This design comes from an exercise in tuning for small area, a short achievable clock period and few clock cycles per item on the open sky130 flow, not from production work. No run shown here included a check of the RTL's function; only the layout flow was run.

[flow/config.mk]
export PLATFORM = sky130hd
export DESIGN_NAME = geofence
export DESIGN_NICKNAME = geofence
export VERILOG_FILES = /design/flow/design.v
export SDC_FILE = /design/flow/constraint.sdc
export NUM_CORES = 4
export LEC_CHECK = 0
export CAP_MARGIN = 20
export CORE_MARGIN = 2
export CORE_UTILIZATION = 40
export SETUP_SLACK_MARGIN = 2.0
export SLEW_MARGIN = 20
export SYNTH_HIERARCHICAL = 1
export SYNTH_MINIMUM_KEEP_SIZE = 0
[flow/constraint.sdc]
create_clock -name core_clock -period 7.5 [get_ports {clk}]
set_input_delay 1.5000 -clock core_clock [delete_from_list [all_inputs] [get_ports {clk}]]
set_output_delay 1.5000 -clock core_clock [all_outputs]
set_load 0.01 [all_outputs]
[flow/design.v]
module BoothEnc (input [9:0] m,
                 output [5:0] one,
                 output [5:0] two,
                 output [5:0] neg);
    wire [12:0] b = {2'b00, m, 1'b0};    
    genvar i;
    generate
        for (i = 0; i < 6; i = i + 1) begin : dig
            assign one[i] = b[2*i+1] ^ b[2*i];
            assign two[i] = (b[2*i+2] & ~b[2*i+1] & ~b[2*i]) | (~b[2*i+2] & b[2*i+1] & b[2*i]);
            assign neg[i] = b[2*i+2];
        end
    endgenerate
endmodule
module FA (input a, input b, input c, output s, output co);
    assign s = a ^ b ^ c;
    assign co = (a & b) | (c & (a ^ b));
endmodule
module HA (input a, input b, output s, output co);
    assign s = a ^ b;
    assign co = a & b;
endmodule
module GPI (input a, input b, output ng, output np);
    assign ng = ~(a & b);
    assign np = ~(a | b);
endmodule
module MGI (input gh, input ph, input gl, input pl, output g, output p);
    assign g = ~(gh & (ph | gl));
    assign p = ~(ph | pl);
endmodule
module MGP (input gh, input ph, input gl, input pl, output g, output p);
    assign g = ~(gh | (ph & gl));
    assign p = ~(ph & pl);
endmodule
module INV2 (input g, input p, output gn, output pn);
    assign gn = ~g;
    assign pn = ~p;
endmodule
module CSEL (input s, input a, input b, output y);
    assign y = s ? a : b;
endmodule
module CrossProduct (input [10:0] ax,
                     input [10:0] ay,
                     input bx_sign,
                     input [5:0] bx_one,
                     input [5:0] bx_two,
                     input [5:0] bx_neg,
                     input by_sign,
                     input [5:0] by_one,
                     input [5:0] by_two,
                     input [5:0] by_neg,
                     output pos);
    wire [9:0] ma = ax[9:0], mc = ay[9:0];
    wire n1 = ax[10] ^ by_sign;    
    wire n2 = ay[10] ^ bx_sign;    
    wire x, pa, pb;
    assign pa = n1 ? (n2 & ~x) : (n2 | x);
    assign pb = n1 ? (n2 & x) : (n2 | ~x);
    wire pp1, pp2, pp3, pp4, pp5, pp6, pp7, pp8, pp9, pp10, pp11, ns12, nc13, pp14, pp15, pp16;
    wire pp17, pp18, pp19, pp20, pp21, pp22, pp23, pp24, ns25, nc26, pp27, pp28, pp29, pp30, pp31, pp32;
    wire pp33, pp34, pp35, pp36, pp37, ns38, nc39, pp40, pp41, pp42, pp43, pp44, pp45, pp46, pp47, pp48;
    wire pp49, pp50, ns51, nc52, pp53, pp54, pp55, pp56, pp57, pp58, pp59, pp60, pp61, pp62, pp63, ns64;
    wire nc65, pp66, pp67, pp68, pp69, pp70, pp71, pp72, pp73, pp74, pp75, pp76, pp77, pp78, pp79, pp80;
    wire pp81, pp82, pp83, pp84, pp85, pp86, ns87, nc88, pp89, pp90, pp91, pp92, pp93, pp94, pp95, pp96;
    wire pp97, pp98, pp99, ns100, nc101, pp102, pp103, pp104, pp105, pp106, pp107, pp108, pp109, pp110, pp111, pp112;
    wire ns113, nc114, pp115, pp116, pp117, pp118, pp119, pp120, pp121, pp122, pp123, pp124, pp125, ns126, nc127, pp128;
    wire pp129, pp130, pp131, pp132, pp133, pp134, pp135, pp136, pp137, pp138, ns139, nc140, pp141, pp142, pp143, pp144;
    wire pp145, pp146, pp147, pp148, pp149, pp150, s151, c152, s153, c154, s155, c156, s157, c158, s159, c160;
    wire s161, c162, s163, c164, s165, c166, s167, c168, s169, c170, s171, c172, s173, c174, s175, c176;
    wire s177, c178, s179, c180, s181, c182, s183, c184, s185, c186, s187, c188, s189, c190, s191, c192;
    wire s193, c194, s195, c196, s197, c198, s199, c200, s201, c202, s203, c204, s205, c206, s207, c208;
    wire s209, c210, s211, c212, s213, c214, s215, c216, s217, c218, s219, c220, s221, c222, s223, c224;
    wire s225, c226, s227, c228, s229, c230, s231, c232, s233, c234, s235, c236, s237, c238, s239, c240;
    wire s241, c242, s243, c244, s245, c246, s247, c248, s249, c250, s251, c252, s253, c254, s255, c256;
    wire s257, c258, s259, c260, s261, c262, s263, c264, s265, c266, s267, c268, s269, c270, s271, c272;
    wire s273, c274, s275, c276, s277, c278, s279, c280, s281, c282, s283, c284, s285, c286, s287, c288;
    wire s289, c290, s291, c292, s293, c294, s295, c296, s297, c298, s299, c300, s301, c302, s303, c304;
    wire s305, c306, s307, c308, s309, c310, s311, c312, s313, c314, s315, c316, s317, c318, s319, c320;
    wire s321, c322, s323, c324, s325, c326, s327, c328, s329, c330, s331, c332, s333, c334, s335, c336;
    wire s337, c338, s339, c340, s341, c342, s343, c344, s345, c346, s347, c348, s349, c350, s351, c352;
    wire s353, c354, s355, c356, s357, c358, s359, c360, s361, c362, s363, c364, s365, c366, s367, c368;
    wire s369, c370, s371, c372, s373, c374, s375, c376, s377, c378, s379, c380, s381, c382, s383, c384;
    wire s385, c386, s387, c388, s389, c390, s391, c392, s393, c394, s395, c396, s397, c398, s399, c400;
    wire s401, c402, s403, c404, s405, c406, s407, c408, s409, c410, s411, c412, s413, c414, s415, c416;
    wire s417, c418, s419, c420, s421, c422, s423, c424, s425, c426, s427, c428, g429, t430, g431, t432;
    wire g433, t434, g435, t436, g437, t438, g439, t440, g441, t442, g443, t444, g445, t446, g447, t448;
    wire g449, t450, g451, t452, g453, t454, g455, t456, g457, t458, g459, t460, g461, t462, g463, t464;
    wire g465, t466, g467, t468, G469, P470, G471, P472, G473, P474, G475, P476, G477, P478, G479, P480;
    wire G481, P482, G483, P484, G485, P486, G487, P488, G489, P490, G491, P492, G493, P494, G495, P496;
    wire G497, P498, G499, P500, G501, P502, G503, P504, G505, P506, G507, P508, G509, P510;
    assign pp1 = ((by_one[0] & ma[0])) ^ by_neg[0];
    assign pp2 = ((by_one[0] & ma[1]) | (by_two[0] & ma[0])) ^ by_neg[0];
    assign pp3 = ((by_one[0] & ma[2]) | (by_two[0] & ma[1])) ^ by_neg[0];
    assign pp4 = ((by_one[0] & ma[3]) | (by_two[0] & ma[2])) ^ by_neg[0];
    assign pp5 = ((by_one[0] & ma[4]) | (by_two[0] & ma[3])) ^ by_neg[0];
    assign pp6 = ((by_one[0] & ma[5]) | (by_two[0] & ma[4])) ^ by_neg[0];
    assign pp7 = ((by_one[0] & ma[6]) | (by_two[0] & ma[5])) ^ by_neg[0];
    assign pp8 = ((by_one[0] & ma[7]) | (by_two[0] & ma[6])) ^ by_neg[0];
    assign pp9 = ((by_one[0] & ma[8]) | (by_two[0] & ma[7])) ^ by_neg[0];
    assign pp10 = ((by_one[0] & ma[9]) | (by_two[0] & ma[8])) ^ by_neg[0];
    assign pp11 = ((by_two[0] & ma[9])) ^ by_neg[0];
    assign ns12 = ~(by_neg[0]);
    assign nc13 = by_neg[0];
    assign pp14 = ((by_one[1] & ma[0])) ^ by_neg[1];
    assign pp15 = ((by_one[1] & ma[1]) | (by_two[1] & ma[0])) ^ by_neg[1];
    assign pp16 = ((by_one[1] & ma[2]) | (by_two[1] & ma[1])) ^ by_neg[1];
    assign pp17 = ((by_one[1] & ma[3]) | (by_two[1] & ma[2])) ^ by_neg[1];
    assign pp18 = ((by_one[1] & ma[4]) | (by_two[1] & ma[3])) ^ by_neg[1];
    assign pp19 = ((by_one[1] & ma[5]) | (by_two[1] & ma[4])) ^ by_neg[1];
    assign pp20 = ((by_one[1] & ma[6]) | (by_two[1] & ma[5])) ^ by_neg[1];
    assign pp21 = ((by_one[1] & ma[7]) | (by_two[1] & ma[6])) ^ by_neg[1];
    assign pp22 = ((by_one[1] & ma[8]) | (by_two[1] & ma[7])) ^ by_neg[1];
    assign pp23 = ((by_one[1] & ma[9]) | (by_two[1] & ma[8])) ^ by_neg[1];
    assign pp24 = ((by_two[1] & ma[9])) ^ by_neg[1];
    assign ns25 = ~(by_neg[1]);
    assign nc26 = by_neg[1];
    assign pp27 = ((by_one[2] & ma[0])) ^ by_neg[2];
    assign pp28 = ((by_one[2] & ma[1]) | (by_two[2] & ma[0])) ^ by_neg[2];
    assign pp29 = ((by_one[2] & ma[2]) | (by_two[2] & ma[1])) ^ by_neg[2];
    assign pp30 = ((by_one[2] & ma[3]) | (by_two[2] & ma[2])) ^ by_neg[2];
    assign pp31 = ((by_one[2] & ma[4]) | (by_two[2] & ma[3])) ^ by_neg[2];
    assign pp32 = ((by_one[2] & ma[5]) | (by_two[2] & ma[4])) ^ by_neg[2];
    assign pp33 = ((by_one[2] & ma[6]) | (by_two[2] & ma[5])) ^ by_neg[2];
    assign pp34 = ((by_one[2] & ma[7]) | (by_two[2] & ma[6])) ^ by_neg[2];
    assign pp35 = ((by_one[2] & ma[8]) | (by_two[2] & ma[7])) ^ by_neg[2];
    assign pp36 = ((by_one[2] & ma[9]) | (by_two[2] & ma[8])) ^ by_neg[2];
    assign pp37 = ((by_two[2] & ma[9])) ^ by_neg[2];
    assign ns38 = ~(by_neg[2]);
    assign nc39 = by_neg[2];
    assign pp40 = ((by_one[3] & ma[0])) ^ by_neg[3];
    assign pp41 = ((by_one[3] & ma[1]) | (by_two[3] & ma[0])) ^ by_neg[3];
    assign pp42 = ((by_one[3] & ma[2]) | (by_two[3] & ma[1])) ^ by_neg[3];
    assign pp43 = ((by_one[3] & ma[3]) | (by_two[3] & ma[2])) ^ by_neg[3];
    assign pp44 = ((by_one[3] & ma[4]) | (by_two[3] & ma[3])) ^ by_neg[3];
    assign pp45 = ((by_one[3] & ma[5]) | (by_two[3] & ma[4])) ^ by_neg[3];
    assign pp46 = ((by_one[3] & ma[6]) | (by_two[3] & ma[5])) ^ by_neg[3];
    assign pp47 = ((by_one[3] & ma[7]) | (by_two[3] & ma[6])) ^ by_neg[3];
    assign pp48 = ((by_one[3] & ma[8]) | (by_two[3] & ma[7])) ^ by_neg[3];
    assign pp49 = ((by_one[3] & ma[9]) | (by_two[3] & ma[8])) ^ by_neg[3];
    assign pp50 = ((by_two[3] & ma[9])) ^ by_neg[3];
    assign ns51 = ~(by_neg[3]);
    assign nc52 = by_neg[3];
    assign pp53 = ((by_one[4] & ma[0])) ^ by_neg[4];
    assign pp54 = ((by_one[4] & ma[1]) | (by_two[4] & ma[0])) ^ by_neg[4];
    assign pp55 = ((by_one[4] & ma[2]) | (by_two[4] & ma[1])) ^ by_neg[4];
    assign pp56 = ((by_one[4] & ma[3]) | (by_two[4] & ma[2])) ^ by_neg[4];
    assign pp57 = ((by_one[4] & ma[4]) | (by_two[4] & ma[3])) ^ by_neg[4];
    assign pp58 = ((by_one[4] & ma[5]) | (by_two[4] & ma[4])) ^ by_neg[4];
    assign pp59 = ((by_one[4] & ma[6]) | (by_two[4] & ma[5])) ^ by_neg[4];
    assign pp60 = ((by_one[4] & ma[7]) | (by_two[4] & ma[6])) ^ by_neg[4];
    assign pp61 = ((by_one[4] & ma[8]) | (by_two[4] & ma[7])) ^ by_neg[4];
    assign pp62 = ((by_one[4] & ma[9]) | (by_two[4] & ma[8])) ^ by_neg[4];
    assign pp63 = ((by_two[4] & ma[9])) ^ by_neg[4];
    assign ns64 = ~(by_neg[4]);
    assign nc65 = by_neg[4];
    assign pp66 = (by_one[5] & ma[0]);
    assign pp67 = (by_one[5] & ma[1]);
    assign pp68 = (by_one[5] & ma[2]);
    assign pp69 = (by_one[5] & ma[3]);
    assign pp70 = (by_one[5] & ma[4]);
    assign pp71 = (by_one[5] & ma[5]);
    assign pp72 = (by_one[5] & ma[6]);
    assign pp73 = (by_one[5] & ma[7]);
    assign pp74 = (by_one[5] & ma[8]);
    assign pp75 = (by_one[5] & ma[9]);
    assign pp76 = ((bx_one[0] & mc[0])) ^ ~bx_neg[0];
    assign pp77 = ((bx_one[0] & mc[1]) | (bx_two[0] & mc[0])) ^ ~bx_neg[0];
    assign pp78 = ((bx_one[0] & mc[2]) | (bx_two[0] & mc[1])) ^ ~bx_neg[0];
    assign pp79 = ((bx_one[0] & mc[3]) | (bx_two[0] & mc[2])) ^ ~bx_neg[0];
    assign pp80 = ((bx_one[0] & mc[4]) | (bx_two[0] & mc[3])) ^ ~bx_neg[0];
    assign pp81 = ((bx_one[0] & mc[5]) | (bx_two[0] & mc[4])) ^ ~bx_neg[0];
    assign pp82 = ((bx_one[0] & mc[6]) | (bx_two[0] & mc[5])) ^ ~bx_neg[0];
    assign pp83 = ((bx_one[0] & mc[7]) | (bx_two[0] & mc[6])) ^ ~bx_neg[0];
    assign pp84 = ((bx_one[0] & mc[8]) | (bx_two[0] & mc[7])) ^ ~bx_neg[0];
    assign pp85 = ((bx_one[0] & mc[9]) | (bx_two[0] & mc[8])) ^ ~bx_neg[0];
    assign pp86 = ((bx_two[0] & mc[9])) ^ ~bx_neg[0];
    assign ns87 = ~(~bx_neg[0]);
    assign nc88 = ~bx_neg[0];
    assign pp89 = ((bx_one[1] & mc[0])) ^ ~bx_neg[1];
    assign pp90 = ((bx_one[1] & mc[1]) | (bx_two[1] & mc[0])) ^ ~bx_neg[1];
    assign pp91 = ((bx_one[1] & mc[2]) | (bx_two[1] & mc[1])) ^ ~bx_neg[1];
    assign pp92 = ((bx_one[1] & mc[3]) | (bx_two[1] & mc[2])) ^ ~bx_neg[1];
    assign pp93 = ((bx_one[1] & mc[4]) | (bx_two[1] & mc[3])) ^ ~bx_neg[1];
    assign pp94 = ((bx_one[1] & mc[5]) | (bx_two[1] & mc[4])) ^ ~bx_neg[1];
    assign pp95 = ((bx_one[1] & mc[6]) | (bx_two[1] & mc[5])) ^ ~bx_neg[1];
    assign pp96 = ((bx_one[1] & mc[7]) | (bx_two[1] & mc[6])) ^ ~bx_neg[1];
    assign pp97 = ((bx_one[1] & mc[8]) | (bx_two[1] & mc[7])) ^ ~bx_neg[1];
    assign pp98 = ((bx_one[1] & mc[9]) | (bx_two[1] & mc[8])) ^ ~bx_neg[1];
    assign pp99 = ((bx_two[1] & mc[9])) ^ ~bx_neg[1];
    assign ns100 = ~(~bx_neg[1]);
    assign nc101 = ~bx_neg[1];
    assign pp102 = ((bx_one[2] & mc[0])) ^ ~bx_neg[2];
    assign pp103 = ((bx_one[2] & mc[1]) | (bx_two[2] & mc[0])) ^ ~bx_neg[2];
    assign pp104 = ((bx_one[2] & mc[2]) | (bx_two[2] & mc[1])) ^ ~bx_neg[2];
    assign pp105 = ((bx_one[2] & mc[3]) | (bx_two[2] & mc[2])) ^ ~bx_neg[2];
    assign pp106 = ((bx_one[2] & mc[4]) | (bx_two[2] & mc[3])) ^ ~bx_neg[2];
    assign pp107 = ((bx_one[2] & mc[5]) | (bx_two[2] & mc[4])) ^ ~bx_neg[2];
    assign pp108 = ((bx_one[2] & mc[6]) | (bx_two[2] & mc[5])) ^ ~bx_neg[2];
    assign pp109 = ((bx_one[2] & mc[7]) | (bx_two[2] & mc[6])) ^ ~bx_neg[2];
    assign pp110 = ((bx_one[2] & mc[8]) | (bx_two[2] & mc[7])) ^ ~bx_neg[2];
    assign pp111 = ((bx_one[2] & mc[9]) | (bx_two[2] & mc[8])) ^ ~bx_neg[2];
    assign pp112 = ((bx_two[2] & mc[9])) ^ ~bx_neg[2];
    assign ns113 = ~(~bx_neg[2]);
    assign nc114 = ~bx_neg[2];
    assign pp115 = ((bx_one[3] & mc[0])) ^ ~bx_neg[3];
    assign pp116 = ((bx_one[3] & mc[1]) | (bx_two[3] & mc[0])) ^ ~bx_neg[3];
    assign pp117 = ((bx_one[3] & mc[2]) | (bx_two[3] & mc[1])) ^ ~bx_neg[3];
    assign pp118 = ((bx_one[3] & mc[3]) | (bx_two[3] & mc[2])) ^ ~bx_neg[3];
    assign pp119 = ((bx_one[3] & mc[4]) | (bx_two[3] & mc[3])) ^ ~bx_neg[3];
    assign pp120 = ((bx_one[3] & mc[5]) | (bx_two[3] & mc[4])) ^ ~bx_neg[3];
    assign pp121 = ((bx_one[3] & mc[6]) | (bx_two[3] & mc[5])) ^ ~bx_neg[3];
    assign pp122 = ((bx_one[3] & mc[7]) | (bx_two[3] & mc[6])) ^ ~bx_neg[3];
    assign pp123 = ((bx_one[3] & mc[8]) | (bx_two[3] & mc[7])) ^ ~bx_neg[3];
    assign pp124 = ((bx_one[3] & mc[9]) | (bx_two[3] & mc[8])) ^ ~bx_neg[3];
    assign pp125 = ((bx_two[3] & mc[9])) ^ ~bx_neg[3];
    assign ns126 = ~(~bx_neg[3]);
    assign nc127 = ~bx_neg[3];
    assign pp128 = ((bx_one[4] & mc[0])) ^ ~bx_neg[4];
    assign pp129 = ((bx_one[4] & mc[1]) | (bx_two[4] & mc[0])) ^ ~bx_neg[4];
    assign pp130 = ((bx_one[4] & mc[2]) | (bx_two[4] & mc[1])) ^ ~bx_neg[4];
    assign pp131 = ((bx_one[4] & mc[3]) | (bx_two[4] & mc[2])) ^ ~bx_neg[4];
    assign pp132 = ((bx_one[4] & mc[4]) | (bx_two[4] & mc[3])) ^ ~bx_neg[4];
    assign pp133 = ((bx_one[4] & mc[5]) | (bx_two[4] & mc[4])) ^ ~bx_neg[4];
    assign pp134 = ((bx_one[4] & mc[6]) | (bx_two[4] & mc[5])) ^ ~bx_neg[4];
    assign pp135 = ((bx_one[4] & mc[7]) | (bx_two[4] & mc[6])) ^ ~bx_neg[4];
    assign pp136 = ((bx_one[4] & mc[8]) | (bx_two[4] & mc[7])) ^ ~bx_neg[4];
    assign pp137 = ((bx_one[4] & mc[9]) | (bx_two[4] & mc[8])) ^ ~bx_neg[4];
    assign pp138 = ((bx_two[4] & mc[9])) ^ ~bx_neg[4];
    assign ns139 = ~(~bx_neg[4]);
    assign nc140 = ~bx_neg[4];
    assign pp141 = ~((bx_one[5] & mc[0]));
    assign pp142 = ~((bx_one[5] & mc[1]));
    assign pp143 = ~((bx_one[5] & mc[2]));
    assign pp144 = ~((bx_one[5] & mc[3]));
    assign pp145 = ~((bx_one[5] & mc[4]));
    assign pp146 = ~((bx_one[5] & mc[5]));
    assign pp147 = ~((bx_one[5] & mc[6]));
    assign pp148 = ~((bx_one[5] & mc[7]));
    assign pp149 = ~((bx_one[5] & mc[8]));
    assign pp150 = ~((bx_one[5] & mc[9]));
    FA fs151 (.a(pp7), .b(pp18), .c(pp29), .s(s151), .co(c152));
    HA hs153 (.a(pp8), .b(pp19), .s(s153), .co(c154));
    FA fs155 (.a(pp9), .b(pp20), .c(pp31), .s(s155), .co(c156));
    FA fs157 (.a(pp42), .b(pp53), .c(nc65), .s(s157), .co(c158));
    HA hs159 (.a(pp84), .b(pp95), .s(s159), .co(c160));
    FA fs161 (.a(pp10), .b(pp21), .c(pp32), .s(s161), .co(c162));
    FA fs163 (.a(pp43), .b(pp54), .c(pp85), .s(s163), .co(c164));
    HA hs165 (.a(pp96), .b(pp107), .s(s165), .co(c166));
    FA fs167 (.a(pp11), .b(pp22), .c(pp33), .s(s167), .co(c168));
    FA fs169 (.a(pp44), .b(pp55), .c(pp66), .s(s169), .co(c170));
    FA fs171 (.a(pp86), .b(pp97), .c(pp108), .s(s171), .co(c172));
    FA fs173 (.a(ns12), .b(pp23), .c(pp34), .s(s173), .co(c174));
    FA fs175 (.a(pp45), .b(pp56), .c(pp67), .s(s175), .co(c176));
    FA fs177 (.a(ns87), .b(pp98), .c(pp109), .s(s177), .co(c178));
    FA fs179 (.a(pp24), .b(pp35), .c(pp46), .s(s179), .co(c180));
    FA fs181 (.a(pp57), .b(pp68), .c(pp99), .s(s181), .co(c182));
    HA hs183 (.a(pp110), .b(pp121), .s(s183), .co(c184));
    FA fs185 (.a(ns25), .b(pp36), .c(pp47), .s(s185), .co(c186));
    FA fs187 (.a(pp58), .b(pp69), .c(ns100), .s(s187), .co(c188));
    HA hs189 (.a(pp111), .b(pp122), .s(s189), .co(c190));
    FA fs191 (.a(pp37), .b(pp48), .c(pp59), .s(s191), .co(c192));
    HA hs193 (.a(ns38), .b(pp49), .s(s193), .co(c194));
    HA hs195 (.a(pp3), .b(pp14), .s(s195), .co(c196));
    FA fs197 (.a(pp5), .b(pp16), .c(pp27), .s(s197), .co(c198));
    HA hs199 (.a(nc39), .b(pp80), .s(s199), .co(c200));
    FA fs201 (.a(pp6), .b(pp17), .c(pp28), .s(s201), .co(c202));
    HA hs203 (.a(pp81), .b(pp92), .s(s203), .co(c204));
    FA fs205 (.a(s151), .b(pp40), .c(nc52), .s(s205), .co(c206));
    FA fs207 (.a(pp82), .b(pp93), .c(pp104), .s(s207), .co(c208));
    HA hs209 (.a(pp115), .b(nc127), .s(s209), .co(c210));
    FA fs211 (.a(s153), .b(pp30), .c(pp41), .s(s211), .co(c212));
    FA fs213 (.a(pp83), .b(pp94), .c(pp105), .s(s213), .co(c214));
    assign s215 = ~(pp116 ^ c152);
    assign c216 = pp116 | c152;
    FA fs217 (.a(s155), .b(s157), .c(s159), .s(s217), .co(c218));
    FA fs219 (.a(pp106), .b(pp117), .c(pp128), .s(s219), .co(c220));
    assign s221 = ~(nc140 ^ c154);
    assign c222 = nc140 | c154;
    FA fs223 (.a(s161), .b(s163), .c(s165), .s(s223), .co(c224));
    FA fs225 (.a(pp118), .b(pp129), .c(c156), .s(s225), .co(c226));
    assign s227 = ~(c158 ^ c160);
    assign c228 = c158 | c160;
    FA fs229 (.a(s167), .b(s169), .c(s171), .s(s229), .co(c230));
    FA fs231 (.a(pp119), .b(pp130), .c(pp141), .s(s231), .co(c232));
    FA fs233 (.a(c162), .b(c164), .c(c166), .s(s233), .co(c234));
    FA fs235 (.a(s173), .b(s175), .c(s177), .s(s235), .co(c236));
    FA fs237 (.a(pp120), .b(pp131), .c(pp142), .s(s237), .co(c238));
    FA fs239 (.a(c168), .b(c170), .c(c172), .s(s239), .co(c240));
    FA fs241 (.a(s179), .b(s181), .c(s183), .s(s241), .co(c242));
    FA fs243 (.a(pp132), .b(pp143), .c(c174), .s(s243), .co(c244));
    assign s245 = ~(c176 ^ c178);
    assign c246 = c176 | c178;
    FA fs247 (.a(s185), .b(s187), .c(s189), .s(s247), .co(c248));
    FA fs249 (.a(pp133), .b(pp144), .c(c180), .s(s249), .co(c250));
    assign s251 = ~(c182 ^ c184);
    assign c252 = c182 | c184;
    FA fs253 (.a(s191), .b(pp70), .c(pp112), .s(s253), .co(c254));
    FA fs255 (.a(pp123), .b(pp134), .c(pp145), .s(s255), .co(c256));
    FA fs257 (.a(c186), .b(c188), .c(c190), .s(s257), .co(c258));
    FA fs259 (.a(s193), .b(pp60), .c(pp71), .s(s259), .co(c260));
    FA fs261 (.a(ns113), .b(pp124), .c(pp135), .s(s261), .co(c262));
    assign s263 = ~(pp146 ^ c192);
    assign c264 = pp146 | c192;
    FA fs265 (.a(pp50), .b(pp61), .c(pp72), .s(s265), .co(c266));
    FA fs267 (.a(pp125), .b(pp136), .c(pp147), .s(s267), .co(c268));
    FA fs269 (.a(ns51), .b(pp62), .c(pp73), .s(s269), .co(c270));
    HA hs271 (.a(ns126), .b(pp137), .s(s271), .co(c272));
    HA hs273 (.a(pp1), .b(nc13), .s(s273), .co(c274));
    FA fs275 (.a(s195), .b(nc26), .c(pp78), .s(s275), .co(c276));
    FA fs277 (.a(pp4), .b(pp15), .c(pp79), .s(s277), .co(c278));
    HA hs279 (.a(pp90), .b(c196), .s(s279), .co(c280));
    FA fs281 (.a(s197), .b(s199), .c(pp91), .s(s281), .co(c282));
    assign s283 = ~(pp102 ^ nc114);
    assign c284 = pp102 | nc114;
    FA fs285 (.a(s201), .b(s203), .c(pp103), .s(s285), .co(c286));
    assign s287 = ~(c198 ^ c200);
    assign c288 = c198 | c200;
    FA fs289 (.a(s205), .b(s207), .c(s209), .s(s289), .co(c290));
    assign s291 = ~(c202 ^ c204);
    assign c292 = c202 | c204;
    FA fs293 (.a(s211), .b(s213), .c(s215), .s(s293), .co(c294));
    FA fs295 (.a(c206), .b(c208), .c(c210), .s(s295), .co(c296));
    FA fs297 (.a(s217), .b(s219), .c(s221), .s(s297), .co(c298));
    FA fs299 (.a(c212), .b(c214), .c(c216), .s(s299), .co(c300));
    FA fs301 (.a(s223), .b(s225), .c(s227), .s(s301), .co(c302));
    FA fs303 (.a(c218), .b(c220), .c(c222), .s(s303), .co(c304));
    FA fs305 (.a(s229), .b(s231), .c(s233), .s(s305), .co(c306));
    FA fs307 (.a(c224), .b(c226), .c(c228), .s(s307), .co(c308));
    FA fs309 (.a(s235), .b(s237), .c(s239), .s(s309), .co(c310));
    FA fs311 (.a(c230), .b(c232), .c(c234), .s(s311), .co(c312));
    FA fs313 (.a(s241), .b(s243), .c(s245), .s(s313), .co(c314));
    FA fs315 (.a(c236), .b(c238), .c(c240), .s(s315), .co(c316));
    FA fs317 (.a(s247), .b(s249), .c(s251), .s(s317), .co(c318));
    FA fs319 (.a(c242), .b(c244), .c(c246), .s(s319), .co(c320));
    FA fs321 (.a(s253), .b(s255), .c(s257), .s(s321), .co(c322));
    FA fs323 (.a(c248), .b(c250), .c(c252), .s(s323), .co(c324));
    FA fs325 (.a(s259), .b(s261), .c(s263), .s(s325), .co(c326));
    FA fs327 (.a(c254), .b(c256), .c(c258), .s(s327), .co(c328));
    FA fs329 (.a(s265), .b(s267), .c(c194), .s(s329), .co(c330));
    FA fs331 (.a(c260), .b(c262), .c(c264), .s(s331), .co(c332));
    FA fs333 (.a(s269), .b(s271), .c(pp148), .s(s333), .co(c334));
    assign s335 = ~(c266 ^ c268);
    assign c336 = c266 | c268;
    FA fs337 (.a(pp63), .b(pp74), .c(pp138), .s(s337), .co(c338));
    FA fs339 (.a(pp149), .b(c270), .c(c272), .s(s339), .co(c340));
    FA fs341 (.a(ns64), .b(pp75), .c(ns139), .s(s341), .co(c342));
    assign s343 = ~pp150;
    assign c344 = pp150;
    HA hs345 (.a(s273), .b(pp76), .s(s345), .co(c346));
    FA fs347 (.a(pp2), .b(pp77), .c(c274), .s(s347), .co(c348));
    FA fs349 (.a(s275), .b(pp89), .c(nc101), .s(s349), .co(c350));
    FA fs351 (.a(s277), .b(s279), .c(c276), .s(s351), .co(c352));
    FA fs353 (.a(s281), .b(s283), .c(c278), .s(s353), .co(c354));
    FA fs355 (.a(s285), .b(s287), .c(c282), .s(s355), .co(c356));
    FA fs357 (.a(s289), .b(s291), .c(c286), .s(s357), .co(c358));
    FA fs359 (.a(s293), .b(s295), .c(c290), .s(s359), .co(c360));
    FA fs361 (.a(s297), .b(s299), .c(c294), .s(s361), .co(c362));
    FA fs363 (.a(s301), .b(s303), .c(c298), .s(s363), .co(c364));
    FA fs365 (.a(s305), .b(s307), .c(c302), .s(s365), .co(c366));
    FA fs367 (.a(s309), .b(s311), .c(c306), .s(s367), .co(c368));
    FA fs369 (.a(s313), .b(s315), .c(c310), .s(s369), .co(c370));
    FA fs371 (.a(s317), .b(s319), .c(c314), .s(s371), .co(c372));
    FA fs373 (.a(s321), .b(s323), .c(c318), .s(s373), .co(c374));
    FA fs375 (.a(s325), .b(s327), .c(c322), .s(s375), .co(c376));
    FA fs377 (.a(s329), .b(s331), .c(c326), .s(s377), .co(c378));
    FA fs379 (.a(s333), .b(s335), .c(c330), .s(s379), .co(c380));
    FA fs381 (.a(s337), .b(s339), .c(c334), .s(s381), .co(c382));
    FA fs383 (.a(s341), .b(s343), .c(c338), .s(s383), .co(c384));
    HA hs385 (.a(c342), .b(c344), .s(s385), .co(c386));
    HA hs387 (.a(s345), .b(nc88), .s(s387), .co(c388));
    assign s389 = ~(s347 ^ c346);
    assign c390 = s347 | c346;
    assign s391 = ~(s349 ^ c348);
    assign c392 = s349 | c348;
    assign s393 = ~(s351 ^ c350);
    assign c394 = s351 | c350;
    FA fs395 (.a(s353), .b(c280), .c(c352), .s(s395), .co(c396));
    FA fs397 (.a(s355), .b(c284), .c(c354), .s(s397), .co(c398));
    FA fs399 (.a(s357), .b(c288), .c(c356), .s(s399), .co(c400));
    FA fs401 (.a(s359), .b(c292), .c(c358), .s(s401), .co(c402));
    FA fs403 (.a(s361), .b(c296), .c(c360), .s(s403), .co(c404));
    FA fs405 (.a(s363), .b(c300), .c(c362), .s(s405), .co(c406));
    FA fs407 (.a(s365), .b(c304), .c(c364), .s(s407), .co(c408));
    FA fs409 (.a(s367), .b(c308), .c(c366), .s(s409), .co(c410));
    FA fs411 (.a(s369), .b(c312), .c(c368), .s(s411), .co(c412));
    FA fs413 (.a(s371), .b(c316), .c(c370), .s(s413), .co(c414));
    FA fs415 (.a(s373), .b(c320), .c(c372), .s(s415), .co(c416));
    FA fs417 (.a(s375), .b(c324), .c(c374), .s(s417), .co(c418));
    FA fs419 (.a(s377), .b(c328), .c(c376), .s(s419), .co(c420));
    FA fs421 (.a(s379), .b(c332), .c(c378), .s(s421), .co(c422));
    FA fs423 (.a(s381), .b(c336), .c(c380), .s(s423), .co(c424));
    FA fs425 (.a(s383), .b(c340), .c(c382), .s(s425), .co(c426));
    assign s427 = ~(s385 ^ c384);
    assign c428 = s385 | c384;
    assign g429 = ~s387;
    assign t430 = 1'b0;
    GPI ug431 (.a(s389), .b(c388), .ng(g431), .np(t432));
    GPI ug433 (.a(s391), .b(c390), .ng(g433), .np(t434));
    GPI ug435 (.a(s393), .b(c392), .ng(g435), .np(t436));
    GPI ug437 (.a(s395), .b(c394), .ng(g437), .np(t438));
    GPI ug439 (.a(s397), .b(c396), .ng(g439), .np(t440));
    GPI ug441 (.a(s399), .b(c398), .ng(g441), .np(t442));
    GPI ug443 (.a(s401), .b(c400), .ng(g443), .np(t444));
    GPI ug445 (.a(s403), .b(c402), .ng(g445), .np(t446));
    GPI ug447 (.a(s405), .b(c404), .ng(g447), .np(t448));
    GPI ug449 (.a(s407), .b(c406), .ng(g449), .np(t450));
    GPI ug451 (.a(s409), .b(c408), .ng(g451), .np(t452));
    GPI ug453 (.a(s411), .b(c410), .ng(g453), .np(t454));
    GPI ug455 (.a(s413), .b(c412), .ng(g455), .np(t456));
    GPI ug457 (.a(s415), .b(c414), .ng(g457), .np(t458));
    GPI ug459 (.a(s417), .b(c416), .ng(g459), .np(t460));
    GPI ug461 (.a(s419), .b(c418), .ng(g461), .np(t462));
    GPI ug463 (.a(s421), .b(c420), .ng(g463), .np(t464));
    GPI ug465 (.a(s423), .b(c422), .ng(g465), .np(t466));
    GPI ug467 (.a(s425), .b(c424), .ng(g467), .np(t468));
    MGI mG469 (.gh(g467), .ph(t468), .gl(g465), .pl(t466), .g(G469), .p(P470));
    MGI mG471 (.gh(g463), .ph(t464), .gl(g461), .pl(t462), .g(G471), .p(P472));
    MGI mG473 (.gh(g459), .ph(t460), .gl(g457), .pl(t458), .g(G473), .p(P474));
    MGI mG475 (.gh(g455), .ph(t456), .gl(g453), .pl(t454), .g(G475), .p(P476));
    MGI mG477 (.gh(g451), .ph(t452), .gl(g449), .pl(t450), .g(G477), .p(P478));
    MGI mG479 (.gh(g447), .ph(t448), .gl(g445), .pl(t446), .g(G479), .p(P480));
    MGI mG481 (.gh(g443), .ph(t444), .gl(g441), .pl(t442), .g(G481), .p(P482));
    MGI mG483 (.gh(g439), .ph(t440), .gl(g437), .pl(t438), .g(G483), .p(P484));
    MGI mG485 (.gh(g435), .ph(t436), .gl(g433), .pl(t434), .g(G485), .p(P486));
    MGI mG487 (.gh(g431), .ph(t432), .gl(g429), .pl(t430), .g(G487), .p(P488));
    MGP mG489 (.gh(G469), .ph(P470), .gl(G471), .pl(P472), .g(G489), .p(P490));
    MGP mG491 (.gh(G473), .ph(P474), .gl(G475), .pl(P476), .g(G491), .p(P492));
    MGP mG493 (.gh(G477), .ph(P478), .gl(G479), .pl(P480), .g(G493), .p(P494));
    MGP mG495 (.gh(G481), .ph(P482), .gl(G483), .pl(P484), .g(G495), .p(P496));
    MGP mG497 (.gh(G485), .ph(P486), .gl(G487), .pl(P488), .g(G497), .p(P498));
    MGI mG499 (.gh(G489), .ph(P490), .gl(G491), .pl(P492), .g(G499), .p(P500));
    MGI mG501 (.gh(G493), .ph(P494), .gl(G495), .pl(P496), .g(G501), .p(P502));
    INV2 iG503 (.g(G497), .p(P498), .gn(G503), .pn(P504));
    MGP mG505 (.gh(G499), .ph(P500), .gl(G501), .pl(P502), .g(G505), .p(P506));
    INV2 iG507 (.g(G503), .p(P504), .gn(G507), .pn(P508));
    MGI mG509 (.gh(G505), .ph(P506), .gl(G507), .pl(P508), .g(G509), .p(P510));
    assign x = s427 ^ c426;
    CSEL usel (.s(G509), .a(pa), .b(pb), .y(pos));
endmodule
module geofence (clk,
                 reset,
                 X,
                 Y,
                 valid,
                 is_inside);
    input clk;
    input reset;
    input [9:0] X;
    input [9:0] Y;
    output valid;
    output is_inside;
    reg [3:0] cnt;
    reg [9:0] px, py;
    reg [10:0] ux, uy, sx, sy, ex, ey;    
    reg ins, vld;
    wire cs, ce;
    reg [5:0] ux_one, ux_two, ux_neg, uy_one, uy_two, uy_neg;
    wire [5:0] dx_one, dx_two, dx_neg, dy_one, dy_two, dy_neg;
    CrossProduct C0 (.ax(sx), .ay(sy),
                     .bx_sign(ux[10]), .bx_one(ux_one), .bx_two(ux_two), .bx_neg(ux_neg),
                     .by_sign(uy[10]), .by_one(uy_one), .by_two(uy_two), .by_neg(uy_neg),
                     .pos(cs));
    CrossProduct C1 (.ax(ex), .ay(ey),
                     .bx_sign(ux[10]), .bx_one(ux_one), .bx_two(ux_two), .bx_neg(ux_neg),
                     .by_sign(uy[10]), .by_one(uy_one), .by_two(uy_two), .by_neg(uy_neg),
                     .pos(ce));
    assign valid = vld;
    assign is_inside = ins;
    always @(posedge clk or posedge reset) begin
        if (reset) begin
            cnt <= 4'd0;
            vld <= 1'b0;
        end else begin
            cnt <= (cnt == 4'd8) ? 4'd0 : cnt + 4'd1;
            vld <= (cnt == 4'd7);
        end
    end
    wire [10:0] dx = {1'b0, X} - {1'b0, px};
    wire [10:0] dy = {1'b0, Y} - {1'b0, py};
    wire [9:0] nx = px - X;
    wire [9:0] ny = py - Y;
    wire [9:0] mx = dx[10] ? nx : dx[9:0];
    wire [9:0] my = dy[10] ? ny : dy[9:0];
    wire place = cnt >= 4'd3 && cnt <= 4'd7;
    BoothEnc BX (.m(mx), .one(dx_one), .two(dx_two), .neg(dx_neg));
    BoothEnc BY (.m(my), .one(dy_one), .two(dy_two), .neg(dy_neg));
    always @(posedge clk) begin
        if (cnt == 4'd0) begin
            px <= X;
            py <= Y;
        end
        ux <= {dx[10], mx};
        uy <= {dy[10], my};
        ux_one <= dx_one;
        ux_two <= dx_two;
        ux_neg <= dx_neg;
        uy_one <= dy_one;
        uy_two <= dy_two;
        uy_neg <= dy_neg;
        if (cnt == 4'd2 || (place && !cs && !ce)) begin
            sx <= ux;
            sy <= uy;
        end
        if (cnt == 4'd2 || (place && cs && ce)) begin
            ex <= ux;
            ey <= uy;
        end
        if (cnt == 4'd2)
            ins <= 1'b0;
        else if (place && !cs && ce)
            ins <= 1'b1;
    end
endmodule
[flow/run.sh]
#!/bin/bash
# synth_recipe.tcl (not shown) runs the flow's synth.tcl, then flattens the netlist and writes it again
# the make line also repeats each setting of config.mk as NAME=value (left out here)
make -C /OpenROAD-flow-scripts/flow DESIGN_CONFIG=/design/flow/config.mk WORK_HOME=/design/flow/orfs CLKGATE_MAP_FILE= SYNTH_SCRIPT=/design/flow/synth_recipe.tcl finish
==> impl_metrics.env, run 1 <==
export IMPL_status="complete, no violations"
export IMPL_hold_viol=0
export IMPL_path_max_fanout=11
export IMPL_first_pass_iters=5
export IMPL_core_area_mm2=0.03955
export IMPL_dieHeight_um=203.5
export IMPL_cts_root_buf="clkbuf_16"
export IMPL_fin_cells=2136
export IMPL_slew_limit_headroom=0.3813
export IMPL_grt_pass1_vias=11980
export IMPL_chipWidth_um=203.5
export IMPL_cp_required_ns=7.67
export IMPL_fillers=3690
export IMPL_drt_initial_drc_count=835
export IMPL_avgSynthCellArea_um2=10.13
export IMPL_tightestPinTransition_ns=0.9268
export IMPL_cpMaxStageDelayCell="fa_2"
export IMPL_end_kind="register"
export IMPL_grt_total_usage=0.1966
export IMPL_grt_overflow_total=0
export IMPL_cpPeakStageDelay_ns=0.58
export IMPL_maxCapViolCount=0
export IMPL_startpoint_type="register"
export IMPL_drive_gt1_frac=0.1881
export IMPL_r2r_slack_ns=1.94
export IMPL_wl_per_cell_um=18.65
export IMPL_yosys_warnings=7
export IMPL_initial_utilization=0.4025
export IMPL_rsz0062_at_grt="true"
export IMPL_netlist_area_mm2=0.01592
export IMPL_routed_wl_mm=39.84
export IMPL_multi_input_area_mm2=0.01184
export IMPL_fin_crit_ns=5.555
export IMPL_io_pins=24
export IMPL_cts_htree_levels=4
export IMPL_clockBufferDepth=2
export IMPL_register_area_mm2=0.003222
export IMPL_clkTransAtPathRegs_ns=0.06
export IMPL_skew_ns=0.007372
export IMPL_gp_congestion=0.8585
export IMPL_drtAntennaViolNets=0
export IMPL_num_vias=11450
export IMPL_finalSetupTns_ns=0
export IMPL_syn_to_final_growth_pct=14.25
export IMPL_cts_tree="done"
export IMPL_port_buffers=23
export IMPL_n_antenna_cell=0
export IMPL_dp_hpwl_mm=29.55
export IMPL_fin_util=0.4599
export IMPL_grt_max_degree=27
export IMPL_syn_num_nets=1910
export IMPL_post_place_cells=2014
export IMPL_drc=0
export IMPL_path_buf_inv=3
export IMPL_rows=73
export IMPL_ctsHoldBuffers=0
export IMPL_place_area_mm2=0.01627
export IMPL_syn_inst=1571
export IMPL_maxSlewViolCount=0
export IMPL_worstSkewPairLatency_ns=0.41
export IMPL_antenna_found_initial=0
export IMPL_final_area_mm2=0.01819
export IMPL_critPathKind="reg2reg"
export IMPL_crit_arrival_ns=5.73
export IMPL_hold_path_class="reg2reg"
export IMPL_setup_viol=0
export IMPL_final_nets=1937
export IMPL_die_area_mm2=0.04141
export IMPL_grt_first_pass_wirelength_mm=64.04
export IMPL_numClockSinks=124
export IMPL_fin_crit_sh=0.7407
export IMPL_cts_buffers=17
export IMPL_crit_path_frequent_cell="fa_1"
export IMPL_cpLargestDelayFamily="adder cells"
export IMPL_path_cells="buf_6 -> a22oi_2 -> xnor2_2 -> fa_1 -> fa_1 -> fa_1 -> fa_1 -> fa_2 -> nor2_2 -> nor2_2 -> nand2_2 -> nor2_4 -> nand2_2 -> o21ai_4 -> mux2_4 -> o211ai_1 -> a21oi_2 -> buf_6 -> clkbuf_16"
export IMPL_viasPerCell=5.362
export IMPL_fmaxAchievable_mhz=180.0
## layout by cell type, fill, tap and decap left out, types with 10 or more instances in the layout
cell	instances
a21o_1	14
a21oi_1	33
a21oi_2	13
a22oi_1	145
a22oi_2	37
and2_1	23
buf_4	96
buf_6	12
clkbuf_16	18
clkdlybuf4s50_1	23
dfxtp_1	30
dfxtp_4	17
edfxtp_1	64
fa_1	213
ha_1	97
inv_1	160
mux2i_1	19
nand2_1	117
nand2b_1	10
nor2_1	50
nor2_2	15
o21ai_0	18
o21ai_2	24
xnor2_1	175
xor2_1	64
## stage by stage
| step | worst slack [ns] | hold WS (ns) |
|---|---|---|
| global placement | 1.004 | 0.4253 |
| global route | 1.793 | 0.4474 |
| CTS | 1.904 | 0.4355 |
| finish | 1.945 | 0.4365 |
| floorplan | 2.006 | 0.4037 |
| detailed placement | 0.9441 | 0.4253 |
## final timing paths
kind	depth (start not counted)	from	to
min reg2reg	0	ux[0]	ex[0]
max in group asynchronous	2	reset	cnt[2]
min	0	ux[0]	ex[0]
max reg2reg	19	ex[6]	ey[9]
max	19	ex[6]	ey[9]
min in group asynchronous	2	reset	vld
## flip-flops by register name, indices dropped and copies added (netlist names), 6 cells and up
signal  count
ex         11
ey         11
sx         11
sy         11
ux         11
uy         11
px         10
py         10
ux_one      6
uy_one      6
## layer usage
| metal | track usage | vias up | wire length, um |
|---|---|---|---|
| met3 | 0.03132 | 50 | 2512 |
| met4 | 0.03910 | 0 | 677 |
| met2 | 0.3418 | 392 | 19820 |
| met5 | 0 | - | 0 |
| met1 | 0.2594 | 5780 | 16830 |
| li1 | - | 5231 | - |
## timing repair
item | 4_1_cts | 5_1_grt
buffers inserted | 63 | 23
pin swaps | 12 | 101
resized for setup | 69 | 83
cloned | 3 | 1
endpoints found under the setup margin | 45 | 45
## cell type report
| type | count | share of cell area |
|---|---|---|
| Clock buffer | 17 | 0.02339 |
| Clock inverter | 15 | 0.01163 |
| Inverter | 167 | 0.03570 |
| Multi-Input combinational cell | 1152 | 0.6508 |
| Sequential cell | 124 | 0.1771 |
| Tap cell | 525 | 0.03611 |
| Timing Repair Buffer | 136 | 0.06521 |
==> run 2, diff against run 1 <==
--- a/flow/config.mk
+++ b/flow/config.mk
@@ -8,7 +8,7 @@
 export CAP_MARGIN = 20
 export CORE_MARGIN = 2
 export CORE_UTILIZATION = 40
-export SETUP_SLACK_MARGIN = 2.0
+export SETUP_SLACK_MARGIN = 1.0
 export SLEW_MARGIN = 20
 export SYNTH_HIERARCHICAL = 1
 export SYNTH_MINIMUM_KEEP_SIZE = 0
==> run 2 against run 1 <==
  * Still clean
  * Register-to-register slack worse by 0.57 ns
  * Worst hold slack worse by 0.010 ns
  * Utilization down 3.1 points
  * Synthesized cell count unchanged
  * Cell count down 4.4%
  * Non-clock buffer count down 91
  * Design area down 6.7%
  * Critical path depth down 2
  * Via count down 4.8%
  * Global-route usage down 0.73 points
  * First-iteration DRC count up 15%
  * Critical path type unchanged
==> impl_metrics.env, run 2 <==
export IMPL_status="complete, no violations"
export IMPL_dieHeight_um=203.5
export IMPL_slew_limit_headroom=0.2779
export IMPL_final_common_cell="fa_1"
export IMPL_clkTransAtPathRegs_ns=0.06
export IMPL_numClockSinks=124
export IMPL_grt_overflow_total=0
export IMPL_wl_per_cell_um=18.31
export IMPL_tightestPinTransition_ns=1.082
export IMPL_crit_arrival_ns=6.21
export IMPL_netlist_area_mm2=0.01592
export IMPL_die_area_mm2=0.04141
export IMPL_syn_to_final_growth_pct=6.578
export IMPL_fmaxAchievable_mhz=163.3
export IMPL_first_pass_iters=6
export IMPL_initial_utilization=0.4025
export IMPL_viasPerCell=5.341
export IMPL_yosys_warnings=7
export IMPL_end_kind="register"
export IMPL_layout_common_cells="fa_1 (220), xnor2_1 (182), a22oi_1 (182)"
export IMPL_cts_buffers=17
export IMPL_syn_num_nets=1910
export IMPL_path_max_fanout=22
export IMPL_routed_wl_mm=37.39
export IMPL_startpoint_type="register"
export IMPL_grt_first_pass_wirelength_mm=61.62
export IMPL_maxSlewViolCount=0
export IMPL_skew_ns=0.005933
export IMPL_cp_required_ns=7.58
export IMPL_fin_cells=2042
export IMPL_finalSetupTns_ns=0
export IMPL_drive_gt1_frac=0.07317
export IMPL_port_buffers=23
export IMPL_rows=73
export IMPL_hold_viol=0
export IMPL_worst_r2r_path_depth=17
export IMPL_gp_congestion=0.8213
export IMPL_hold_path_class="reg2reg"
export IMPL_final_nets=1843
export IMPL_clockBufferDepth=2
export IMPL_grt_total_usage=0.1892
export IMPL_critPathKind="reg2reg"
export IMPL_antenna_found_initial=0
export IMPL_cts_tree="done"
export IMPL_cts_root_buf="clkbuf_16"
export IMPL_chipWidth_um=203.5
export IMPL_drc=0
export IMPL_num_vias=10910
export IMPL_maxCapViolCount=0
export IMPL_fin_crit_ns=6.124
export IMPL_io_pins=24
export IMPL_n_antenna_cell=0
export IMPL_core_area_mm2=0.03955
export IMPL_syn_inst=1571
export IMPL_setup_viol=0
export IMPL_dp_hpwl_mm=29.14
export IMPL_fin_util=0.4290
export IMPL_post_cts_buffers=0
export IMPL_drt_initial_drc_count=960
export IMPL_grt_pass1_vias=11400
export IMPL_drtAntennaViolNets=0
export IMPL_rsz0062_at_grt="false"
export IMPL_min_path_cells=0
export IMPL_avgSynthCellArea_um2=10.13
export IMPL_grt_max_degree=27
export IMPL_worstSkewPairLatency_ns=0.42
export IMPL_cts_htree_levels=4
export IMPL_fillers=3773
export IMPL_post_place_cells=2010
export IMPL_fin_crit_sh=0.8166
==> run 2: metal layers <==
metal	vias to the layer above	track usage	wire [um]
met4	0	0.04327	724
met1	5445	0.2571	16260
met5	-	0	0
met3	51	0.02237	2048
li1	5027	-	-
met2	383	0.3237	18350
==> run 2: per-stage QoR <==
step	worst slack, ns	hold WS [ns]	cell area [um2]
after floorplan	1.659	0.4037	15920
after global placement	1.015	0.4163	16240
after detailed placement	0.9642	0.4140	16250
after CTS	1.217	0.4272	16950
after global routing	1.135	0.4367	16970
final	1.376	0.4264	16970
==> run 2: what timing repair did <==
action / CTS / global route
endpoints found under the setup margin: 22 / 22
hold buffers: 0 / 0
gates resized for setup: 1 / 9
endpoints found under the hold margin: 0 / 0
==> run 2: path summary, 6_finish.rpt <==
kind                           start      to  slack [ns]
setup / recovery           uy_neg[3]  ex[10]        1.38
hold / removal                 uy[8]   sy[8]        0.43
min in group asynchronous      reset     vld        1.28
hold reg to reg                uy[8]   sy[8]        0.43
max in group asynchronous      reset  cnt[2]        6.05
setup reg to reg           uy_neg[3]  ex[10]        1.38
==> run 2: worst max-delay path: stages, from the launching register on <==
cell,delay (ns)
dfxtp_1,0.83
buf_4,0.40
xnor2_1,0.15
fa_1,0.59
fa_1,0.46
fa_1,0.53
fa_1,0.52
fa_1,0.58
nor2_1,0.07
nor2_1,0.17
nand2_1,0.11
nor2_1,0.18
nand2_1,0.09
o21ai_2,0.29
mux2_4,0.25
o211ai_1,0.10
a21oi_2,0.14
buf_4,0.32
==> run 2: area by class of cell <==
cell class,instances,area [um2],share of cell area
clock inverters,13,235.2,0.01386
repair buffers,45,395.4,0.02330
clock buffers,19,464.2,0.02736
inverters,167,626.9,0.03694
well taps,525,656.9,0.03871
flip-flops and latches,124,3158,0.1861
multi-input cells,1149,11430,0.6737
==> run 3, diff against run 2 <==
--- a/flow/design.v
+++ b/flow/design.v
@@ -451,16 +451,21 @@
     output is_inside;
     reg [3:0] cnt;
     reg [9:0] px, py;
-    reg [10:0] ux, uy, sx, sy, ex, ey;    
+    reg [10:0] ux, uy, upx, upy, sx, sy, ex, ey;    
+    reg sel_s, sel_e;
     reg ins, vld;
+    wire [10:0] scx = sel_s ? upx : sx;
+    wire [10:0] scy = sel_s ? upy : sy;
+    wire [10:0] ecx = sel_e ? upx : ex;
+    wire [10:0] ecy = sel_e ? upy : ey;
     wire cs, ce;
     reg [5:0] ux_one, ux_two, ux_neg, uy_one, uy_two, uy_neg;
     wire [5:0] dx_one, dx_two, dx_neg, dy_one, dy_two, dy_neg;
-    CrossProduct C0 (.ax(sx), .ay(sy),
+    CrossProduct C0 (.ax(scx), .ay(scy),
                      .bx_sign(ux[10]), .bx_one(ux_one), .bx_two(ux_two), .bx_neg(ux_neg),
                      .by_sign(uy[10]), .by_one(uy_one), .by_two(uy_two), .by_neg(uy_neg),
                      .pos(cs));
-    CrossProduct C1 (.ax(ex), .ay(ey),
+    CrossProduct C1 (.ax(ecx), .ay(ecy),
                      .bx_sign(ux[10]), .bx_one(ux_one), .bx_two(ux_two), .bx_neg(ux_neg),
                      .by_sign(uy[10]), .by_one(uy_one), .by_two(uy_two), .by_neg(uy_neg),
                      .pos(ce));
@@ -497,14 +502,14 @@
         uy_one <= dy_one;
         uy_two <= dy_two;
         uy_neg <= dy_neg;
-        if (cnt == 4'd2 || (place && !cs && !ce)) begin
-            sx <= ux;
-            sy <= uy;
-        end
-        if (cnt == 4'd2 || (place && cs && ce)) begin
-            ex <= ux;
-            ey <= uy;
-        end
+        upx <= ux;
+        upy <= uy;
+        sx <= scx;
+        sy <= scy;
+        ex <= ecx;
+        ey <= ecy;
+        sel_s <= cnt == 4'd2 || (place && !cs && !ce);
+        sel_e <= cnt == 4'd2 || (place && cs && ce);
         if (cnt == 4'd2)
             ins <= 1'b0;
         else if (place && !cs && ce)
==> run 3 against run 2 <==
  * Still clean on timing, DRC and antenna
  * First-iteration DRC count rose by 2.2%
  * Largest cell class unchanged
==> impl_metrics.env, run 3 <==
export IMPL_cpPeakStageDelay_ns=0.82
export IMPL_worst_slack_ns=1.364
export IMPL_fillers=3899
export IMPL_fin_cells=2115
export IMPL_dp_hpwl_mm=30.14
export IMPL_antenna_found_initial=0
export IMPL_clkTransAtPathRegs_ns=0.06
export IMPL_syn_num_nets=1982
export IMPL_final_nets=1909
export IMPL_path_max_fanout=16
export IMPL_cts_tree="done"
export IMPL_num_vias=11310
export IMPL_clockBufferDepth=2
export IMPL_maxSlewViolCount=0
export IMPL_dieHeight_um=206.9
export IMPL_end_kind="register"
export IMPL_status="complete, no violations"
export IMPL_startpoint_type="register"
export IMPL_register_area_mm2=0.003189
export IMPL_netlist_area_mm2=0.01647
export IMPL_place_area_mm2=0.01678
export IMPL_fmaxAchievable_mhz=163.0
export IMPL_cts_htree_levels=4
export IMPL_drc=0
export IMPL_worstSkewPairLatency_ns=0.42
export IMPL_critPathKind="reg2reg"
export IMPL_syn_to_final_growth_pct=5.713
export IMPL_crit_arrival_ns=6.42
export IMPL_grt_first_pass_wirelength_mm=64.20
export IMPL_viasPerCell=5.347
export IMPL_initial_utilization=0.4043
export IMPL_grt_total_usage=0.1949
export IMPL_maxCapViolCount=0
export IMPL_pre_cts_slack_ns=1.258
export IMPL_path_cells="buf_4 -> mux2_2 -> a22oi_1 -> xor2_1 -> fa_1 -> fa_1 -> fa_1 -> fa_1 -> fa_1 -> nor2_1 -> nor2_1 -> nand2_1 -> nor2_1 -> nand2_1 -> o21ai_2 -> mux2_4 -> o211ai_1 -> a21oi_1"
export IMPL_drive_gt1_frac=0.09033
export IMPL_drtAntennaViolNets=0
export IMPL_syn_inst=1643
export IMPL_cp_required_ns=7.78
export IMPL_fin_util=0.4274
export IMPL_finalSetupTns_ns=0
export IMPL_cpLargestDelayFamily="adder cells"
export IMPL_skew_ns=0.01435
export IMPL_path_buf_inv=1
export IMPL_cts_root_buf="clkbuf_16"
export IMPL_rsz0062_at_grt="false"
export IMPL_grt_pass1_vias=11680
export IMPL_grt_max_degree=27
export IMPL_crit_path_frequent_cell="fa_1"
export IMPL_slew_limit_headroom=0.2221
export IMPL_gp_congestion=0.8678
export IMPL_multi_input_area_mm2=0.01192
export IMPL_grt_overflow_total=0
export IMPL_fin_crit_ns=6.136
export IMPL_chipWidth_um=206.9
export IMPL_n_antenna_cell=0
export IMPL_fin_crit_sh=0.8181
export IMPL_wl_per_cell_um=18.99
export IMPL_tightestPinTransition_ns=1.165
export IMPL_layout_common_cells="fa_1 (220), xnor2_1 (182), a22oi_1 (182)"
export IMPL_drt_initial_drc_count=981
export IMPL_port_buffers=23
export IMPL_hold_path_class="reg2reg"
export IMPL_post_place_cells=2083
export IMPL_setup_viol=0
export IMPL_rows=74
export IMPL_cts_buffers=17
export IMPL_die_area_mm2=0.04282
export IMPL_first_pass_iters=6
export IMPL_cts_resized=0
export IMPL_final_common_cell="fa_1"
export IMPL_cpMaxStageDelayCell="dfxtp_1"
export IMPL_io_pins=24
export IMPL_final_area_mm2=0.01741
export IMPL_routed_wl_mm=40.16
export IMPL_yosys_warnings=7
export IMPL_avgSynthCellArea_um2=10.02
export IMPL_core_area_mm2=0.04074
export IMPL_numClockSinks=148
export IMPL_hold_viol=0
export IMPL_ctsHoldBuffers=0
export IMPL_post_cts_buffers=0
## run 3: cell types whose count changed in the layout (fill, tap and decap cells not counted), moves of 2 or more
cell,previous run,this run
buf_4,22,20
bufinv_16,6,3
clkinv_4,3,6
clkinvlp_4,2,0
dfxtp_1,47,122
dfxtp_2,8,1
edfxtp_1,64,20
mux2_2,0,44
## run 3: worst reg2reg max path, cell delays in order (launching register included)
cell	delay, ns
dfxtp_1	0.82
buf_4	0.30
mux2_2	0.46
a22oi_1	0.22
xor2_1	0.22
fa_1	0.47
fa_1	0.48
fa_1	0.52
fa_1	0.52
fa_1	0.57
nor2_1	0.05
nor2_1	0.15
nand2_1	0.11
nor2_1	0.22
nand2_1	0.10
o21ai_2	0.27
mux2_4	0.36
o211ai_1	0.09
a21oi_1	0.10
## run 3: per-layer routing
layer,vias to the layer above,part of all wire,global-route usage
met5,-,0,0
met4,0,0.025,0.06028
met3,59,0.068,0.02716
met2,428,0.47,0.3205
met1,5595,0.43,0.2663
li1,5226,-,-
## run 3: final timing paths
| kind | startpoint | end | slack, ns | depth (start not counted) |
|---|---|---|---|---|
| max | sel_e | sel_e | 1.36 | 18 |
| min | uy[7] | upy[7] | 0.32 | 0 |
| max reg2reg | sel_e | sel_e | 1.36 | 18 |
| min reg2reg | uy[7] | upy[7] | 0.32 | 0 |
| max in group asynchronous | reset | cnt[2] | 6.02 | 2 |
| min in group asynchronous | reset | vld | 1.30 | 2 |
## run 3: layout make-up
cell class,instances,area share
Clock inverter,12,0.009557
Sequential cell,148,0.1832
Multi-Input combinational cell,1193,0.6843
Clock buffer,20,0.02688
Inverter,167,0.03600
Tap cell,532,0.03823
Timing Repair Buffer,43,0.02185
## run 3: metrics by stage
stage	hold slack, ns
floorplan	0.3096
global placement	0.3101
detailed placement	0.3121
CTS	0.3258
global route	0.3284
finish	0.3250

-- re-timing with driven ports --
Ports are ideal in the flow. The routed layouts listed here were re-timed in OpenROAD.
Step 1: set_driving_cell puts a clkbuf_16 on clk and a buf_2 on each other input, an assumption about the parent block.
Step 2 adds t to the input delays and takes it off the output delays; t is the mean of the earliest and latest rising clock arrival at the registers after step 1. Input paths then give back, and output paths get back, about the clock's delay inside the block.
Three values: no drivers, after step 1, after step 2; two values: the first two.
| run | shift t [ns] | slack for setup (ns) | worst data-port slew with drivers (ns) |
|---|---|---|---|
| run 1 | 0.448 | 1.945 / 1.945 / 1.945 | 0.04 |
| run 2 | 0.453 | 1.376 / 1.376 / 1.376 | 0.04 |
| run 3 | 0.454 | 1.364 / 1.364 / 1.364 | 0.04 |
After both steps setup and hold are still met in every run listed.
